What follows belongs to an exercise in optimizing a design on an open flow for small area, a short achievable clock period and few clock cycles per item; a production flow would make more cautious choices.

## dot_product_sequential
module dot_product_sequential #(
    parameter WIDTH = 16,
    parameter N = 8
)(
    input  wire clk,
    input  wire rst_n,
    input  wire input_valid,
    output reg  input_ready,
    input  wire [(WIDTH*N)-1:0] A_vec,
    input  wire [(WIDTH*N)-1:0] B_vec,
    output reg  [(2*WIDTH + $clog2(N)) - 1 : 0] result,
    output reg  output_valid
);
    reg [127:0] a_q, b_q;
    always @(posedge clk) begin a_q <= A_vec; b_q <= B_vec; end
    reg [284:0] s0;
    wire p1;
    wire p2;
    wire p3;
    wire p4;
    wire p5;
    wire p6;
    wire p7;
    wire p8;
    wire p9;
    wire p10;
    wire p11;
    wire p12;
    wire p13;
    wire p14;
    wire p15;
    wire p16;
    wire p17;
    wire p18;
    wire p19;
    wire p20;
    wire p21;
    wire p22;
    wire p23;
    wire p24;
    wire p25;
    wire p26;
    wire p27;
    wire p28;
    wire p29;
    wire p30;
    wire p31;
    wire p32;
    wire p33;
    wire p34;
    wire p35;
    wire p36;
    wire p37;
    wire p38;
    wire p39;
    wire p40;
    wire p41;
    wire p42;
    wire p43;
    wire p44;
    wire p45;
    wire p46;
    wire p47;
    wire p48;
    wire p49;
    wire p50;
    wire p51;
    wire p52;
    wire p53;
    wire p54;
    wire p55;
    wire p56;
    wire p57;
    wire p58;
    wire p59;
    wire p60;
    wire p61;
    wire p62;
    wire p63;
    wire p64;
    wire p65;
    wire p66;
    wire p67;
    wire p68;
    wire p69;
    wire p70;
    wire p71;
    wire p72;
    wire p73;
    wire p74;
    wire p75;
    wire p76;
    wire p77;
    wire p78;
    wire p79;
    wire p80;
    wire p81;
    wire p82;
    wire p83;
    wire p84;
    wire p85;
    wire p86;
    wire p87;
    wire p88;
    wire p89;
    wire p90;
    wire p91;
    wire p92;
    wire p93;
    wire p94;
    wire p95;
    wire p96;
    wire p97;
    wire p98;
    wire p99;
    wire p100;
    wire p101;
    wire p102;
    wire p103;
    wire p104;
    wire p105;
    wire p106;
    wire p107;
    wire p108;
    wire p109;
    wire p110;
    wire p111;
    wire p112;
    wire p113;
    wire p114;
    wire p115;
    wire p116;
    wire p117;
    wire p118;
    wire p119;
    wire p120;
    wire p121;
    wire p122;
    wire p123;
    wire p124;
    wire p125;
    wire p126;
  ...
export LEC_CHECK = 0
export CAP_MARGIN = 20
export CORE_MARGIN = 2
export CORE_UTILIZATION = 65
export SLEW_MARGIN = 20
create_clock -name core_clock -period 15.0 [get_ports {clk}]
standard.sh (not shown) runs the stock make flow with config.mk's settings and CLKGATE_MAP_FILE= SYNTH_SCRIPT=/design/flow/synth_recipe.tcl, a recipe that flattens the netlist after the stock synthesis.
==> flow/flow/run.sh <==
#!/bin/bash
# Own layout flow: the standard layout with these changes.
#  Synthesis (the standard flow's script, two changes):
#  1. Yosys's "synth -run fine:" runs with -noabc, so the explicit full-adder tree of the RTL reaches
#     extract_fa intact (abc -fast scrambles its polarity and extract_fa then pads it with inverters).
#  2. extract_fa extracts full adders only (-fa): the RTL's few half adders work on inverted bits,
#     and as ha cells they would need inverters on every pin.
#  Layout: the standard ORFS steps, with
#  - repair_timing asked for a setup margin (SETUP_SLACK_MARGIN), so that it sizes the critical
#    paths for a shorter period than the 15 ns clock (the SDC is the standard flow's, unchanged);
#  - every port still buffered, with a small buffer cell (BUFFER_PORTS_ARGS);
#  - optional power recovery (RECOVER_POWER) after global routing.
set -euo pipefail
MARGIN=${MARGIN:-10.7}
PORTBUF=${PORTBUF:-sky130_fd_sc_hd__buf_1}
RECOVER=${RECOVER:-50}
work=$(pwd)
sed 's/extract_fa {\*}\[dont_use_extract_fa_args\]/extract_fa -fa/' $FLOW_HOME/scripts/synth.tcl > flow_synth_body.tcl
grep -q 'extract_fa -fa$' flow_synth_body.tcl
sed -e 's/-nofsm -noshare/-nofsm -noshare -noabc/' \
    -e "s|source \$::env(SCRIPTS_DIR)/synth.tcl|source $work/flow_synth_body.tcl|" synth_recipe.tcl > flow_synth.tcl
grep -q -- '-noabc' flow_synth.tcl
grep -q flow_synth_body flow_synth.tcl
res=$work/orfs/results/$FLOW_PLATFORM/dot_product_sequential/base
bash standard.sh SYNTH_SCRIPT=$work/flow_synth.tcl $res/1_2_yosys.v > synth.log 2>&1
bash standard.sh SETUP_SLACK_MARGIN=$MARGIN "BUFFER_PORTS_ARGS=-buffer_cell $PORTBUF" \
  RECOVER_POWER=$RECOVER > layout.log 2>&1
The baseline ran to the end with violations: capacitance limit, slew limit.
Edit:
==> flow/flow/run.sh (replaced) <==
#!/bin/bash
# Own layout flow: the standard layout with these changes.
#  Synthesis (same script as the standard flow's, two changes):
#  1. Yosys's "synth -run fine:" runs with -noabc, so the explicit full-adder tree of the RTL reaches
#     extract_fa intact (abc -fast scrambles its polarity and extract_fa then pads it with inverters).
#  2. extract_fa extracts full adders only (-fa): the RTL's few half adders work on inverted bits,
#     and as ha cells they would need inverters on every pin.
#  Layout: the standard ORFS steps, with repair_timing asked for a setup margin (SETUP_SLACK_MARGIN),
#  so that it sizes the critical paths for a shorter period than the 15 ns clock. The SDC is the standard flow's.
set -euo pipefail
MARGIN=${MARGIN:-10.7}
work=$(pwd)
sed 's/extract_fa {\*}\[dont_use_extract_fa_args\]/extract_fa -fa/' $FLOW_HOME/scripts/synth.tcl > flow_synth_body.tcl
grep -q 'extract_fa -fa$' flow_synth_body.tcl
sed -e 's/-nofsm -noshare/-nofsm -noshare -noabc/' \
    -e "s|source \$::env(SCRIPTS_DIR)/synth.tcl|source $work/flow_synth_body.tcl|" synth_recipe.tcl > flow_synth.tcl
grep -q -- '-noabc' flow_synth.tcl
grep -q flow_synth_body flow_synth.tcl
res=$work/orfs/results/$FLOW_PLATFORM/dot_product_sequential/base
bash standard.sh SYNTH_SCRIPT=$work/flow_synth.tcl $res/1_2_yosys.v > synth.log 2>&1
bash standard.sh SETUP_SLACK_MARGIN=$MARGIN > layout.log 2>&1
- CORE_UTILIZATION: 65 -> 40
The new run passed the timing, DRC and antenna checks. Final cell count goes up by 12%. Global-route usage is lower by 17 points. Maximum frequency rises by about 12%. Worst hold slack gains 3.0 ps. Flip-flop and latch count is unchanged.
Edit:
==> flow/flow/run.sh (replaced) <==
#!/bin/bash
# Own layout flow: the standard layout with these changes.
#  Synthesis (the standard flow's script, two changes):
#  1. Yosys's "synth -run fine:" runs with -noabc, so the explicit full-adder tree of the RTL reaches
#     extract_fa intact (abc -fast scrambles its polarity and extract_fa then pads it with inverters).
#  2. extract_fa extracts full adders only (-fa): the RTL's few half adders work on inverted bits,
#     and as ha cells they would need inverters on every pin.
#  Layout: the standard ORFS steps, with
#  - repair_timing asked for a setup margin (SETUP_SLACK_MARGIN), so that it sizes the critical
#    paths for a shorter period than the 15 ns clock (the SDC is the standard flow's, unchanged);
#  - every port still buffered, with a small buffer cell (BUFFER_PORTS_ARGS);
#  - optional power recovery (RECOVER_POWER) after global routing.
set -euo pipefail
MARGIN=${MARGIN:-0}
PORTBUF=${PORTBUF:-sky130_fd_sc_hd__buf_1}
RECOVER=${RECOVER:-0}
work=$(pwd)
sed 's/extract_fa {\*}\[dont_use_extract_fa_args\]/extract_fa -fa/' $FLOW_HOME/scripts/synth.tcl > flow_synth_body.tcl
grep -q 'extract_fa -fa$' flow_synth_body.tcl
sed -e 's/-nofsm -noshare/-nofsm -noshare -noabc/' \
    -e "s|source \$::env(SCRIPTS_DIR)/synth.tcl|source $work/flow_synth_body.tcl|" synth_recipe.tcl > flow_synth.tcl
grep -q -- '-noabc' flow_synth.tcl
grep -q flow_synth_body flow_synth.tcl
res=$work/orfs/results/$FLOW_PLATFORM/dot_product_sequential/base
bash standard.sh SYNTH_SCRIPT=$work/flow_synth.tcl $res/1_2_yosys.v > synth.log 2>&1
bash standard.sh SETUP_SLACK_MARGIN=$MARGIN "BUFFER_PORTS_ARGS=-buffer_cell $PORTBUF" \
  RECOVER_POWER=$RECOVER > layout.log 2>&1
- CORE_UTILIZATION: 40 -> 65
What happened:
- design area fell by 11%
- setup slack got worse by 590 ps
- routed wire length came out lower by 8.2%
- die area decreases by 38%
Edit:
--- a/flow/flow/run.sh
+++ b/flow/flow/run.sh
@@ -12,5 +12,5 @@
 #  - optional power recovery (RECOVER_POWER) after global routing.
 set -euo pipefail
-MARGIN=${MARGIN:-0}
+MARGIN=${MARGIN:-10.3}
 PORTBUF=${PORTBUF:-sky130_fd_sc_hd__buf_1}
 RECOVER=${RECOVER:-0}
Outcome: Area after synthesis does not change; wire length stays flat; non-clock buffer count grows by 6.
Function was not checked in any run of this note: the RTL went through the layout flow alone.

[port drivers added, routing unchanged]
No port has a modelled driver above. Below, the same layouts with a new extraction and two added sets of constraints.
Step 1 sets driving cells, clkbuf_16 on the clock port and buf_2 on the other inputs (assumed; they add their load-dependent delay and slew).
Step 2, shift: input delay + t, output delay - t, t = (earliest + latest rising clock arrival at the registers) / 2. This alone moves slack from input paths to output paths.
Three values: ideal, step 1, step 2; two values: the first two.
run | t (ns) | setup slack, ns | worst setup path at the end | slew at the worst register clock pin (ns) | pins driven straight from the clock port
the first run | 0.749 | 9.822 / 9.822 / 9.822 | register to register | 0.08 / 0.08 | 1
the second run | 0.789 | 10.386 / 10.386 / 10.386 | register to register | 0.07 / 0.07 | 1
the third run | 0.738 | 9.792 / 9.792 / 9.792 | register to register | 0.08 / 0.08 | 1
the fourth run | 0.737 | 10.279 / 10.279 / 10.279 | register to register | 0.08 / 0.08 | 1
